What follows belongs to an exercise in optimizing a design on an open flow for small area, a short achievable clock period and few clock cycles; a production flow would make more cautious choices. RTL that was checked went through simulation tests only; none was proved equivalent to the original. Power is estimated from default activity; no workload was simulated.

==> module udp_transmit, before the edit <==
module udp_transmit
(
    input wire  clk,
    input wire  rst,
    output wire  eth_txd_tvalid,
    output wire [31 : 0] eth_txd_tdata,
    output wire [3 : 0] eth_txd_tkeep,
    output wire  eth_txd_tlast,
    input wire  eth_txd_tready,
    output wire                    eth_txc_tvalid,
    output wire [31 : 0] eth_txc_tdata,
    output wire [3 : 0] eth_txc_tkeep,
    output wire  eth_txc_tlast,
    input wire  eth_txc_tready,
    input wire [31 : 0]   s_axis_data_tdata,
    input wire                      s_axis_data_tvalid,
    output wire                     s_axis_data_tready,
    input wire                      s_axis_data_tlast
);
    reg [8:0]  nb;           
    reg [31:0] s;            
    reg        s_rdy;        
    reg [15:0] p;
    reg [31:0] o;            
    reg        o_v, o_last;
    reg        c_v, c_first, c_last;
    wire ctrl    = (nb < 9'd6);
    wire hdr     = (nb < 9'd10);
    wire payload = (nb >= 9'd10) && (nb <= 9'd265);
    wire lastb   = (nb == 9'd266);
    wire [3:0]  b = nb[3:0];
    wire [31:0] hv = (b == 4'd0) ? 32'h0000_0100 :
                     (b == 4'd1) ? 32'h0002_0000 :
                     (b == 4'd3) ? 32'h0045_0008 :
                     (b == 4'd4) ? 32'h0000_1c04 :
                     (b == 4'd5) ? 32'h1180_0000 :
                     (b == 4'd6) ? 32'ha8c0_e767 :
                     (b == 4'd7) ? 32'hc0a8_8001 :
                     (b == 4'd8) ? 32'h1879_0164 :
                     (b == 4'd9) ? 32'h0804_3075 : 32'h0;
    wire acc    = s_axis_data_tvalid && s_rdy;
    wire have_w = !s_rdy || s_axis_data_tvalid;
    wire [31:0] w = s_rdy ? s_axis_data_tdata : s;
    wire c_free = !c_v || eth_txc_tready;
    wire o_free = !o_v || eth_txd_tready;
    wire step   = o_free && (ctrl ? (c_free && (nb != 9'd0 || !s_rdy)) : (!payload || have_w));
    wire take   = step && payload;
    always @(posedge clk) begin
        if (rst) begin
            nb <= 9'd0;
            s_rdy <= 1'b1;
            o_v <= 1'b0;
            c_v <= 1'b0;
        end else begin
            if (step)
                nb <= lastb ? 9'd0 : nb + 9'd1;
            if (take) s_rdy <= 1'b1;
            else if (acc) s_rdy <= 1'b0;
            if (o_free) o_v <= step;
            if (c_free) c_v <= step && ctrl;
        end
    end
    always @(posedge clk) begin
        if (s_rdy) s <= s_axis_data_tdata;
        if (take) p <= w[31:16];
        if (o_free) begin
            o[31:16] <= (hdr || lastb) ? hv[31:16] : w[15:0];
            o[15:0]  <= (hdr || nb == 9'd10) ? hv[15:0] : p;
            o_last   <= lastb;
        end
        if (c_free) begin
            c_first <= (nb == 9'd0);
            c_last  <= (nb == 9'd5);
        end
    end
    assign s_axis_data_tready = s_rdy;
    assign eth_txd_tvalid = o_v;
    assign eth_txd_tdata  = o;
    assign eth_txd_tkeep  = {{2{!o_last}}, {2{o_v}}};
    assign eth_txd_tlast  = o_last;
    assign eth_txc_tvalid = c_v;
    assign eth_txc_tdata  = {c_first, 1'b0, c_first, {5{!c_v}}, 24'h0};
    assign eth_txc_tkeep  = {4{c_v}};
    assign eth_txc_tlast  = c_last;
endmodule
clock: 5.0 ns
lec_check: 0
cap_margin: 20
core_margin: 2
core_utilization: 40
place_density: 0.6
setup_slack_margin: 3.2
slew_margin: 20
run.sh (not shown) runs the stock make flow with config.mk's settings and CLKGATE_MAP_FILE= SYNTH_SCRIPT=/design/flow/synth_recipe.tcl, a recipe that flattens the netlist after the stock synthesis.
The baseline ran to the end with no violations.
Rerun with:
--- a/flow/design.v
+++ b/flow/design.v
@@ -26,15 +26,15 @@
     reg [31:0] s;            
     reg        s_rdy;        
     reg [15:0] p;
     reg [31:0] o;            
     reg        o_v, o_last;
     reg        c_v, c_first, c_last;
-    wire ctrl    = (nb < 9'd6);
-    wire hdr     = (nb < 9'd10);
-    wire payload = (nb >= 9'd10) && (nb <= 9'd265);
+    wire ctrl    = (nb >= 9'd506);
+    wire hdr     = !ctrl && (nb < 9'd10);
+    wire payload = !ctrl && (nb >= 9'd10) && (nb <= 9'd265);
     wire lastb   = (nb == 9'd266);
     wire [3:0]  b = nb[3:0];
     wire [31:0] hv = (b == 4'd0) ? 32'h0000_0100 :
                      (b == 4'd1) ? 32'h0002_0000 :
                      (b == 4'd3) ? 32'h0045_0008 :
                      (b == 4'd4) ? 32'h0000_1c04 :
@@ -45,40 +45,41 @@
                      (b == 4'd9) ? 32'h0804_3075 : 32'h0;
     wire acc    = s_axis_data_tvalid && s_rdy;
     wire have_w = !s_rdy || s_axis_data_tvalid;
     wire [31:0] w = s_rdy ? s_axis_data_tdata : s;
     wire c_free = !c_v || eth_txc_tready;
     wire o_free = !o_v || eth_txd_tready;
-    wire step   = o_free && (ctrl ? (c_free && (nb != 9'd0 || !s_rdy)) : (!payload || have_w));
-    wire take   = step && payload;
+    wire c_step = ctrl && c_free && (nb != 9'd506 || !s_rdy);
+    wire o_step = !ctrl && o_free && (!payload || have_w);
+    wire take   = o_step && payload;
     always @(posedge clk) begin
         if (rst) begin
-            nb <= 9'd0;
+            nb <= 9'd506;
             s_rdy <= 1'b1;
             o_v <= 1'b0;
             c_v <= 1'b0;
         end else begin
-            if (step)
-                nb <= lastb ? 9'd0 : nb + 9'd1;
+            if (c_step || o_step)
+                nb <= lastb ? 9'd506 : nb + 9'd1;
             if (take) s_rdy <= 1'b1;
             else if (acc) s_rdy <= 1'b0;
-            if (o_free) o_v <= step;
-            if (c_free) c_v <= step && ctrl;
+            if (o_free) o_v <= o_step;
+            if (c_free) c_v <= c_step;
         end
     end
     always @(posedge clk) begin
         if (s_rdy) s <= s_axis_data_tdata;
         if (take) p <= w[31:16];
         if (o_free) begin
             o[31:16] <= (hdr || lastb) ? hv[31:16] : w[15:0];
             o[15:0]  <= (hdr || nb == 9'd10) ? hv[15:0] : p;
             o_last   <= lastb;
         end
         if (c_free) begin
-            c_first <= (nb == 9'd0);
-            c_last  <= (nb == 9'd5);
+            c_first <= (nb == 9'd506);
+            c_last  <= (nb == 9'd511);
         end
     end
     assign s_axis_data_tready = s_rdy;
     assign eth_txd_tvalid = o_v;
     assign eth_txd_tdata  = o;
     assign eth_txd_tkeep  = {{2{!o_last}}, {2{o_v}}};
What happened:
- The new run produced a clean layout
- global-route usage barely changes
- design area is higher by 3.3%
- fmax is higher by 16%
- clock power is higher by 8.8%
- first-iteration DRC count is lower by 8.5%
- sequential power is higher by about 7%
- combinational power is higher by 89%
- worst hold slack barely changes
- total power is higher by 31%
- non-clock buffer count is lower by 7
- via count is higher by 1.6%
- setup slack improved by 0.32 ns
- area after synthesis is higher by 3.7%
- count of clock-buffer cells in the layout is higher by 1
Testbench counts after the change, summed over its fixed seeds: cycles 26,921.
For the first run of this note, only the layout was checked, not whether the RTL still works.

[port drivers added, routing unchanged]
Ports are ideal in the flow. The routed layouts listed here were re-timed in OpenROAD.
Step 1 sets driving cells, clkbuf_16 on the clock port and buf_2 on the other inputs (assumed; they add their load-dependent delay and slew).
Step 2 times the ports against the registers' clock, not the clock port: input delays grow and output delays shrink by t, the midpoint of the rising clock arrivals with the driver on.
Three values: ideal, step 1, step 2; two values: the first two.
run | t (ns) | setup slack, ns | worst hold slack (ns) | worst setup path at the end | worst data-port slew with drivers (ns)
the first run | 0.395 | 2.682 / 2.682 / 2.427 | 0.479 / 0.479 / 0.479 | input to register | 0.05
the second run | 0.398 | 2.998 / 2.970 / 2.572 | 0.482 / 0.482 / 0.482 | input to register | 0.06
After both steps setup and hold are still met in every run listed. For the second run, which loses most, drivers alone change the setup slack by -0.028 ns; drivers and shift together by -0.426 ns.
